From an optimization exercise on the open Yosys and OpenROAD flow, aimed at small area and a short achievable clock period; shortcuts taken in it are not production practice. The RTL was checked by simulation tests, not by an equivalence proof against the original design.

**design/flow/run.sh**
```bash
#!/bin/bash
# synth_recipe.tcl (not shown) runs the flow's synth.tcl, then flattens the netlist and writes it again
# the make line also repeats each setting of config.mk as NAME=value (left out here)
make -C /OpenROAD-flow-scripts/flow DESIGN_CONFIG=/design/flow/config.mk WORK_HOME=/design/flow/orfs CLKGATE_MAP_FILE= SYNTH_SCRIPT=/design/flow/synth_recipe.tcl finish
```
**design/flow/config.mk**
```make
export PLATFORM = sky130hd
export DESIGN_NAME = sort_top
export DESIGN_NICKNAME = sort_top
export VERILOG_FILES = /design/flow/design.v
export SDC_FILE = /design/flow/constraint.sdc
export NUM_CORES = 4
export LEC_CHECK = 0
export CAP_MARGIN = 20
export CORE_MARGIN = 2
export CORE_UTILIZATION = 40
export SLEW_MARGIN = 20
```
**design/flow/constraint.sdc**
```tcl
create_clock -name core_clock -period 44.0 [get_ports {clk}]
set_input_delay 8.8000 -clock core_clock [delete_from_list [all_inputs] [get_ports {clk}]]
set_output_delay 8.8000 -clock core_clock [all_outputs]
set_load 0.01 [all_outputs]
```
**design/flow/design.v**
```verilog
module sort_top (
  input             clk,
  input      [31:0] a, b, c, d, e, f,
  output reg [31:0] m, n, o, p, q, r
);
  reg  [31:0] a_q, b_q, c_q, d_q, e_q, f_q;
  wire [31:0] m_w, n_w, o_w, p_w, q_w, r_w;
  always @(posedge clk) begin
    a_q <= a; b_q <= b; c_q <= c; d_q <= d; e_q <= e; f_q <= f;
    m <= m_w; n <= n_w; o <= o_w; p <= p_w; q <= q_w; r <= r_w;
  end
  sort u_sort (
    .a(a_q), .b(b_q), .c(c_q), .d(d_q), .e(e_q), .f(f_q),
    .m(m_w), .n(n_w), .o(o_w), .p(p_w), .q(q_w), .r(r_w)
  );
endmodule

module sort(
  input [31:0]a,b,c,d,e,f,
  output reg [31:0]m,n,o,p,q,r);
  reg [31:0]mem[5:0];
  reg [31:0]t;
  always@(*)
    begin
      mem[0]=a;
      mem[1]=b;
      mem[2]=c;
      mem[3]=d;
      mem[4]=e;
      mem[5]=f;
      for(int i=0;i<6;i++)
        begin
          for(int j=0;j<5;j++)
            begin
              if(mem[j]<mem[j+1])
                begin
                  t = mem[j];
                  mem[j]=mem[j+1];
                  mem[j+1]=t;
                end
            end
        end
      m=mem[0];
      n=mem[1];
      o=mem[2];
      p=mem[3];
      q=mem[4];
      r=mem[5];
    end
endmodule
```
==> results.toml <==
[timing]
max_freq_mhz = 23.86
slew_headroom_pct = 17.34
maxSlewViolCount = 0
hold_viol = 0
worst_pin_slew_ps = 1227
setup_viol = 0
fin_crit_sh_pct = 95.24
tns_ps = 0
fin_hold_ws_ps = 1867
skew_ps = 29.05
finalCriticalPeriod_ps = 41910

[global_routing]
grt_max_degree = 67
grt.overflow.total = 0
busiest_layer = "met2"
globalRouteMet2Util_pct = 64.74
grt_util_met1_pct = 44.72
grt_pass1_vias = 56922
grt_util_met3_pct = 5.844
antenna_found_initial = 9
grt_use_total_pct = 38.49
grt_pass1_wl_mm = 372.3

[setup_path]
crit_type = "reg -> reg"
crit_fanout = 53
cpMostUsedCell = "o21ai_0"
worstReg2RegEnd = "r[2]"
reg2reg_from = "b_q[30]"
rrSetupSlack_ps = 2090
cp.required_ps = 44510
critPathLaunch = "b_q[30]"
cp-start-kind = "flop"
cp.arrival_ps = 42420
critPathSlowestCell = "o21ai_0"
crit_end = "r[2]"
ff2ff_path_depth = 219
endpoint_kind = "flop"
cpPeakStageDelay_ps = 890

[floorplanning]
start_util_pct = 40.41
dieArea_um2 = 130100
core-area_um2 = 125900
die_w_um = 360.6
top_level_ports = 385
die_h_um = 360.6
rows = 130

[placement]
numPortBuffers = 384
dp_hpwl_mm = 231.3
placed_cells = 10636
dpl_cell_area_um2 = 68780
place.gp.congestion = 1.091

[synth]
postSynthAreaPerCell_um2 = 6.998
syn_nets = 8354
synthFlopType = "dfxtp_1"
yosysSeqAreaShare_pct = 15.11
synth_cell_types = 96
synth_seq_cells = 384
synth_area_um2 = 50880
synth_edf_count = 0
syn_inst = 7270
ys_warn_count = 3
async_reset_ff_share_pct = 0

[detailed_routing]
viasPerCell = 5.710
num_vias = 61709
initialDrtViolationCount = 5932
drc = 0
dr.pass1.iters = 7
wl_per_cell_um = 24.52
postRouteAntennaNets = 0
wirelength_mm = 264.9

[finish]
mostFrequentLayoutCells = "1689 x buf_4, 944 x a21oi_1, 890 x ha_1"
utilization_pct = 57.29
nFillCells = 12133
layout.nets = 10208
instances_no_fill = 10807
area.growth.synth_to_final_pct = 41.76
layout-drive-gt1-share_pct = 23.24
final_common_cell = "buf_4"
stdcell_area_um2 = 72130

[clocking]
cts_max_level = 2
cts_tree = "done"
cts_buffer_depth = 3
clock_sinks = 384
cts_made_buffers = 40
root_buffer = "clkbuf_16"
insertion_delay_ps = 620
path_clk_slew_ps = 60

[status]
status = "complete, no violations"

[job]
max_cap_violations = 0

[hold_path]
worstHoldPathCells = 10
hold_class = "reg -> reg"
worst min-delay path by stage:
stage | from | end
global placement | f_q[23] | q[23]
CTS | f_q[23] | q[23]
global route | f_q[23] | q[23]
finish | f_q[23] | q[23]
floorplan | f_q[17] | n[17]
detailed placement | f_q[23] | q[23]
cell type report:
class / count / area (um2) / share of cell area, %
multi-input cells: 6083 / 41330 / 57.30
repair buffers: 2156 / 18000 / 24.96
flip-flops and latches: 384 / 7687 / 10.66
well taps: 1650 / 2064 / 2.862
inverters: 459 / 1723 / 2.389
clock buffers: 62 / 1224 / 1.697
clock inverters: 8 / 86.33 / 0.1197
diodes: 5 / 12.51 / 0.01735
per-stage QoR:
step | setup slack, ps
CTS | 27.43
global route | -474.7
detailed placement | -839.1
global placement | -202.1
floorplan | 135.7
finish | 2094
per-layer routing:
layer  vias to the layer above  share of wire [%]
li1                      29847                  -
met1                     28397                 39
met2                      2716                 45
met3                       747                7.3
met4                         2                8.9
met5                         -             0.0049
what timing repair did:
action                     4_1_cts  5_1_grt
pin swaps                        1       37
cloned                           0       17
setup endpoints to repair       64       96
resized for setup               17      294
hold buffers                     0        0
buffers inserted                 1       78
synthesized netlist by cell type (all sizes together), types with 11 or more instances:
master  count  area share [%]
nor4       22            0.27
nand2b    114             1.4
a221o      11            0.22
nor2b     135             1.7
nand3      47            0.46
nand4     178             2.2
mux2i     445             8.8
inv       459             3.4
o31ai      30            0.52
nor3       44            0.44
buf        78            0.72
clkbuf    275             2.0
o21ai     880             8.7
mux2       36            0.81
a211oi     57            0.90
or3        22            0.27
a211o      14            0.24
o211ai     22            0.34
and2       20            0.25
a31oi      34            0.44
dfxtp     384              15
nand2     781             5.8
ha        891              22
a21oi    1008              10
a21o      166             2.4
a221oi     18            0.33
o21a       25            0.37
and4       21            0.36
or2        18            0.22
nor2      852             6.3
state kept, by name, summed over array words and instances (netlist names):
| register | cells |
|---|---|
| f_q | 32 |
| b_q | 32 |
| n | 32 |
| d_q | 32 |
| e_q | 32 |
| r | 32 |
| p | 32 |
| m | 32 |
| a_q | 32 |
| q | 32 |
| c_q | 32 |
| o | 32 |
kinds of logic (layout without fill, tap and decap cells):
group | after synthesis | after routing | synth area share (%)
AO/OA/AOI/OAI | 2413 | 2420 | 27.12
adder cells (fa/ha/maj) | 895 | 895 | 21.99
buffers and inverters | 812 | 2685 | 6.131
flip-flops | 384 | 384 | 15.11
multiplexers | 481 | 481 | 9.574
other | 0 | 5 | 0
AND/OR/NAND/NOR | 2285 | 2287 | 20.07
worst max-delay path: cells and delay by family (launching register included):
family	cells	cell delay, ps
compound gates	106	21650
simple gates	61	8650
flops	1	330
mux	4	950
buf+inv	33	5560
fa+ha+maj	15	4500

-- what the ideal ports hide --
In the flow no input, the clock included, has a driving cell. The finished layout below was timed again as built, in two steps. Step 1, drivers: a clkbuf_16 drives clk and a buf_2 each remaining input, both assumed. Step 2, shift: input delay + t, output delay - t, t = (earliest + latest rising clock arrival at the registers) / 2. This alone moves slack from input paths to output paths. Slacks: no drivers / after step 1 / after step 2; pairs: no drivers / after step 1.
shift t [ns]: 0.684
slack for setup (ns): 2.094 / 2.094 / 2.094
worst hold slack (ns): 1.867 / 1.867 / 1.867
worst setup path after step 2: register to register
worst slew at a driven data input, ns: 0.10
After both steps setup and hold are still met in this run. For this run, drivers alone change the setup slack by 0.000 ns; drivers and shift together by 0.000 ns.
